This is an optimization exercise on Yosys and OpenROAD, whose aim is small area, a short achievable clock period and few clock cycles per item, not a production implementation. Where RTL was checked, it was by simulation tests only, not by an equivalence proof against the original.

## P
==> flow/design.v <==
module cordic #(parameter WIDTH = 32, ITER = 16)(
    input clk,
    input rst,
    input start,
    input mode,  
    input signed [WIDTH-1:0] x_in,
    input signed [WIDTH-1:0] y_in,
    input signed [WIDTH-1:0] z_in,
    output signed [WIDTH-1:0] x_out,
    output signed [WIDTH-1:0] y_out,
    output signed [WIDTH-1:0] z_out,
    output reg done
);
    localparam signed [WIDTH-1:0] K = 32'sd19898;   
    reg signed [WIDTH-1:0] x, y, z;
    reg [3:0] ix, iy;
    reg busy;
    reg mode_r;        
    function signed [WIDTH-1:0] atan_table;
        input [3:0] idx;
        case (idx)
            4'd0:  atan_table = 32'sd25736;
            4'd1:  atan_table = 32'sd15192;
            4'd2:  atan_table = 32'sd8027;
            4'd3:  atan_table = 32'sd4074;
            4'd4:  atan_table = 32'sd2045;
            4'd5:  atan_table = 32'sd1023;
            4'd6:  atan_table = 32'sd511;
            4'd7:  atan_table = 32'sd256;
            4'd8:  atan_table = 32'sd128;
            4'd9:  atan_table = 32'sd64;
            4'd10: atan_table = 32'sd32;
            4'd11: atan_table = 32'sd16;
            4'd12: atan_table = 32'sd8;
            4'd13: atan_table = 32'sd4;
            4'd14: atan_table = 32'sd2;
            default: atan_table = 32'sd1;
        endcase
    endfunction
    function [WIDTH-1:0] addsub;
        input [WIDTH-1:0] a;
        input [WIDTH-1:0] b;
        input sub;
        reg [WIDTH-1:0] bb, p, g, pp, gg, pn, gn;
        begin
            bb = b ^ {WIDTH{sub}};
            p = a ^ bb;
            g = a & bb;
            g[0] = g[0] | (p[0] & sub);
            gg = g; pp = p; gn = g; pn = p;
                gn[1] = gg[1] | (pp[1] & gg[0]); pn[1] = pp[1] & pp[0];
                gn[3] = gg[3] | (pp[3] & gg[2]); pn[3] = pp[3] & pp[2];
                gn[5] = gg[5] | (pp[5] & gg[4]); pn[5] = pp[5] & pp[4];
                gn[7] = gg[7] | (pp[7] & gg[6]); pn[7] = pp[7] & pp[6];
                gn[9] = gg[9] | (pp[9] & gg[8]); pn[9] = pp[9] & pp[8];
                gn[11] = gg[11] | (pp[11] & gg[10]); pn[11] = pp[11] & pp[10];
                gn[13] = gg[13] | (pp[13] & gg[12]); pn[13] = pp[13] & pp[12];
                gn[15] = gg[15] | (pp[15] & gg[14]); pn[15] = pp[15] & pp[14];
                gn[17] = gg[17] | (pp[17] & gg[16]); pn[17] = pp[17] & pp[16];
                gn[19] = gg[19] | (pp[19] & gg[18]); pn[19] = pp[19] & pp[18];
                gn[21] = gg[21] | (pp[21] & gg[20]); pn[21] = pp[21] & pp[20];
                gn[23] = gg[23] | (pp[23] & gg[22]); pn[23] = pp[23] & pp[22];
                gn[25] = gg[25] | (pp[25] & gg[24]); pn[25] = pp[25] & pp[24];
                gn[27] = gg[27] | (pp[27] & gg[26]); pn[27] = pp[27] & pp[26];
                gn[29] = gg[29] | (pp[29] & gg[28]); pn[29] = pp[29] & pp[28];
                gn[31] = gg[31] | (pp[31] & gg[30]); pn[31] = pp[31] & pp[30];
                gg = gn; pp = pn;
                gn[3] = gg[3] | (pp[3] & gg[1]); pn[3] = pp[3] & pp[1];
                gn[7] = gg[7] | (pp[7] & gg[5]); pn[7] = pp[7] & pp[5];
                gn[11] = gg[11] | (pp[11] & gg[9]); pn[11] = pp[11] & pp[9];
                gn[15] = gg[15] | (pp[15] & gg[13]); pn[15] = pp[15] & pp[13];
                gn[19] = gg[19] | (pp[19] & gg[17]); pn[19] = pp[19] & pp[17];
                gn[23] = gg[23] | (pp[23] & gg[21]); pn[23] = pp[23] & pp[21];
                gn[27] = gg[27] | (pp[27] & gg[25]); pn[27] = pp[27] & pp[25];
                gn[31] = gg[31] | (pp[31] & gg[29]); pn[31] = pp[31] & pp[29];
                gg = gn; pp = pn;
                gn[7] = gg[7] | (pp[7] & gg[3]); pn[7] = pp[7] & pp[3];
                gn[15] = gg[15] | (pp[15] & gg[11]); pn[15] = pp[15] & pp[11];
                gn[23] = gg[23] | (pp[23] & gg[19]); pn[23] = pp[23] & pp[19];
                gn[31] = gg[31] | (pp[31] & gg[27]); pn[31] = pp[31] & pp[27];
                gg = gn; pp = pn;
                gn[15] = gg[15] | (pp[15] & gg[7]); pn[15] = pp[15] & pp[7];
                gn[31] = gg[31] | (pp[31] & gg[23]); pn[31] = pp[31] & pp[23];
                gg = gn; pp = pn;
                gn[31] = gg[31] | (pp[31] & gg[15]); pn[31] = pp[31] & pp[15];
                gg = gn; pp = pn;
                gn[23] = gg[23] | (pp[23] & gg[15]); pn[23] = pp[23] & pp[15];
                gg = gn; pp = pn;
                gn[11] = gg[11] | (pp[11] & gg[7]); pn[11] = pp[11] & pp[7];
                gn[19] = gg[19] | (pp[19] & gg[15]); pn[19] = pp[19] & pp[15];
                gn[27] = gg[27] | (pp[27] & gg[23]); pn[27] = pp[27] & pp[23];
                gg = gn; pp = pn;
                gn[5] = gg[5] | (pp[5] & gg[3]); pn[5] = pp[5] & pp[3];
                gn[9] = gg[9] | (pp[9] & gg[7]); pn[9] = pp[9] & pp[7];
                gn[13] = gg[13] | (pp[13] & gg[11]); pn[13] = pp[13] & pp[11];
                gn[17] = gg[17] | (pp[17] & gg[15]); pn[17] = pp[17] & pp[15];
                gn[21] = gg[21] | (pp[21] & gg[19]); pn[21] = pp[21] & pp[19];
                gn[25] = gg[25] | (pp[25] & gg[23]); pn[25] = pp[25] & pp[23];
                gn[29] = gg[29] | (pp[29] & gg[27]); pn[29] = pp[29] & pp[27];
                gg = gn; pp = pn;
                gn[2] = gg[2] | (pp[2] & gg[1]); pn[2] = pp[2] & pp[1];
                gn[4] = gg[4] | (pp[4] & gg[3]); pn[4] = pp[4] & pp[3];
                gn[6] = gg[6] | (pp[6] & gg[5]); pn[6] = pp[6] & pp[5];
                gn[8] = gg[8] | (pp[8] & gg[7]); pn[8] = pp[8] & pp[7];
                gn[10] = gg[10] | (pp[10] & gg[9]); pn[10] = pp[10] & pp[9];
                gn[12] = gg[12] | (pp[12] & gg[11]); pn[12] = pp[12] & pp[11];
                gn[14] = gg[14] | (pp[14] & gg[13]); pn[14] = pp[14] & pp[13];
                gn[16] = gg[16] | (pp[16] & gg[15]); pn[16] = pp[16] & pp[15];
                gn[18] = gg[18] | (pp[18] & gg[17]); pn[18] = pp[18] & pp[17];
                gn[20] = gg[20] | (pp[20] & gg[19]); pn[20] = pp[20] & pp[19];
                gn[22] = gg[22] | (pp[22] & gg[21]); pn[22] = pp[22] & pp[21];
                gn[24] = gg[24] | (pp[24] & gg[23]); pn[24] = pp[24] & pp[23];
                gn[26] = gg[26] | (pp[26] & gg[25]); pn[26] = pp[26] & pp[25];
                gn[28] = gg[28] | (pp[28] & gg[27]); pn[28] = pp[28] & pp[27];
                gn[30] = gg[30] | (pp[30] & gg[29]); pn[30] = pp[30] & pp[29];
                gg = gn; pp = pn;
            addsub = p ^ {gg[WIDTH-2:0], sub};
        end
    endfunction
    wire signed [WIDTH-1:0] xs = x >>> ix;
    wire signed [WIDTH-1:0] ys = y >>> iy;
    wire d = mode_r ? y[WIDTH-1] : ~z[WIDTH-1];
    wire signed [WIDTH-1:0] xn = addsub(x, ys, d);
    wire signed [WIDTH-1:0] yn = addsub(y, xs, ~d);
    wire signed [WIDTH-1:0] zn = addsub(z, atan_table(iy), d);
    wire load = start & ~busy;
    always @(posedge clk) begin
        ix <= busy ? ix + 4'd1 : 4'd0;
        iy <= busy ? iy + 4'd1 : 4'd0;
        if (!busy)
            mode_r <= mode;
        if (busy) begin
            x <= xn;
            y <= yn;
            z <= zn;
        end else begin
            x <= mode ? x_in : K;
            y <= mode ? y_in : {WIDTH{1'b0}};
            z <= mode ? {WIDTH{1'b0}} : z_in;
        end
    end
    always @(posedge clk or posedge rst) begin
        if (rst) begin
            busy <= 1'b0;
            done <= 1'b0;
        end else begin
            done <= busy & (ix == ITER - 1);
            if (load)
                busy <= 1'b1;
            else if (ix == ITER - 1) begin
                busy <= 1'b0;
            end
        end
    end
    assign x_out = x;
    assign y_out = y;
    assign z_out = z;
endmodule
Settings: LEC_CHECK=0, ABC_AREA=1, CAP_MARGIN=20, CORE_MARGIN=2, CORE_UTILIZATION=45, SETUP_SLACK_MARGIN=3.5, SLEW_MARGIN=20; clock period 7.0 ns.
standard.sh (not shown) runs the stock make flow with config.mk's settings and CLKGATE_MAP_FILE= SYNTH_SCRIPT=/design/flow/synth_recipe.tcl, a recipe that flattens the netlist after the stock synthesis.
==> flow/flow/run.sh <==
#!/bin/bash
# The standard layout with two changes: plain buf_1 cells as the port buffers
# (buffer_ports otherwise picks delay buffers), and no adder-cell mapping in
# synthesis (ADDER_MAP_FILE empty), so abc maps the adders' prefix logic from
# gates instead of ha/fa cells. Registers and their names are unchanged.
# make's output goes to make.log here; each ORFS step keeps its own log under orfs/logs.
set -euo pipefail
export BUFFER_PORTS_ARGS="-buffer_cell sky130_fd_sc_hd__buf_1"
bash standard.sh ADDER_MAP_FILE= finish > make.log 2>&1
P | stages: all done | timing, DRC, antenna: all pass
Relative to P, the following input files were edited for Q:
--- a/flow/design.v
+++ b/flow/design.v
@@ -11,11 +11,12 @@
     output signed [WIDTH-1:0] z_out,
     output reg done
 );
     localparam signed [WIDTH-1:0] K = 32'sd19898;   
     reg signed [WIDTH-1:0] x, y, z;
-    reg [3:0] ix, iy;
+    reg [3:0] i;       
+    reg [3:0] ix, iy;  
     reg busy;
     reg mode_r;        
     function signed [WIDTH-1:0] atan_table;
         input [3:0] idx;
         case (idx)
@@ -120,17 +121,13 @@
     wire signed [WIDTH-1:0] xs = x >>> ix;
     wire signed [WIDTH-1:0] ys = y >>> iy;
     wire d = mode_r ? y[WIDTH-1] : ~z[WIDTH-1];
     wire signed [WIDTH-1:0] xn = addsub(x, ys, d);
     wire signed [WIDTH-1:0] yn = addsub(y, xs, ~d);
-    wire signed [WIDTH-1:0] zn = addsub(z, atan_table(iy), d);
+    wire signed [WIDTH-1:0] zn = addsub(z, atan_table(i), d);
     wire load = start & ~busy;
     always @(posedge clk) begin
-        ix <= busy ? ix + 4'd1 : 4'd0;
-        iy <= busy ? iy + 4'd1 : 4'd0;
-        if (!busy)
-            mode_r <= mode;
         if (busy) begin
             x <= xn;
             y <= yn;
             z <= zn;
         end else begin
@@ -141,15 +138,25 @@
     end
     always @(posedge clk or posedge rst) begin
         if (rst) begin
             busy <= 1'b0;
             done <= 1'b0;
+            i <= 4'd0;
+            ix <= 4'd0;
+            iy <= 4'd0;
+            mode_r <= 1'b0;
         end else begin
-            done <= busy & (ix == ITER - 1);
-            if (load)
+            done <= busy & (i == ITER - 1);
+            if (busy) begin
+                i <= i + 4'd1;
+                ix <= ix + 4'd1;
+                iy <= iy + 4'd1;
+            end
+            if (load) begin
                 busy <= 1'b1;
-            else if (ix == ITER - 1) begin
+                mode_r <= mode;
+            end else if (i == ITER - 1) begin
                 busy <= 1'b0;
             end
         end
     end
     assign x_out = x;
==> notes.md <==
The sequential cell count of Q falls short of that of P by 11.
Against P as the reference, Q delivers a lower storage element area.
Q vs P: final weighted congestion in routability-driven placement down by a few percent
P -> Q: area after synthesis decreased by a few percent
Of the two candidates, P has the worse clock skew and Q the better one.
| number of ordinary and repair buffers in the finished layout | higher: Q |
Q: routed wire length lower than P
Height of the die (Q vs. P) decreases slightly
NOTE: worst hold slack in Q exceeds that of P
Testbench counts of Q, summed over its fixed seeds: cycles 57,592, ops 3,200.
Only the layout flow was run in P; the RTL was not checked for function there.

## re-timing with driven ports
The flow's constraints put no driver on any port. The routed layouts listed below were extracted and timed again, unchanged, in two steps. Step 1 assumes that a clkbuf_16 drives the clock port and a buf_2 every other input. Step 2 times the ports against the registers' clock, not the clock port: input delays grow and output delays shrink by t, the midpoint of the rising clock arrivals with the driver on. Three values: no drivers, after step 1, after step 2; two values: the first two.
run | shift t [ns] | setup slack, ns | worst hold slack (ns) | worst setup path after step 2 | cell pins on the clock port's net
P | 0.484 | 3.796 / 3.796 / 3.692 | 0.480 / 0.480 / 0.480 | input to register | 1
Q | 0.409 | 3.847 / 3.847 / 3.847 | 0.546 / 0.546 / 0.546 | register to register | 1
After both steps setup and hold are still met in every run listed. For P, which loses most, drivers alone change the setup slack by 0.000 ns; drivers and shift together by -0.104 ns.
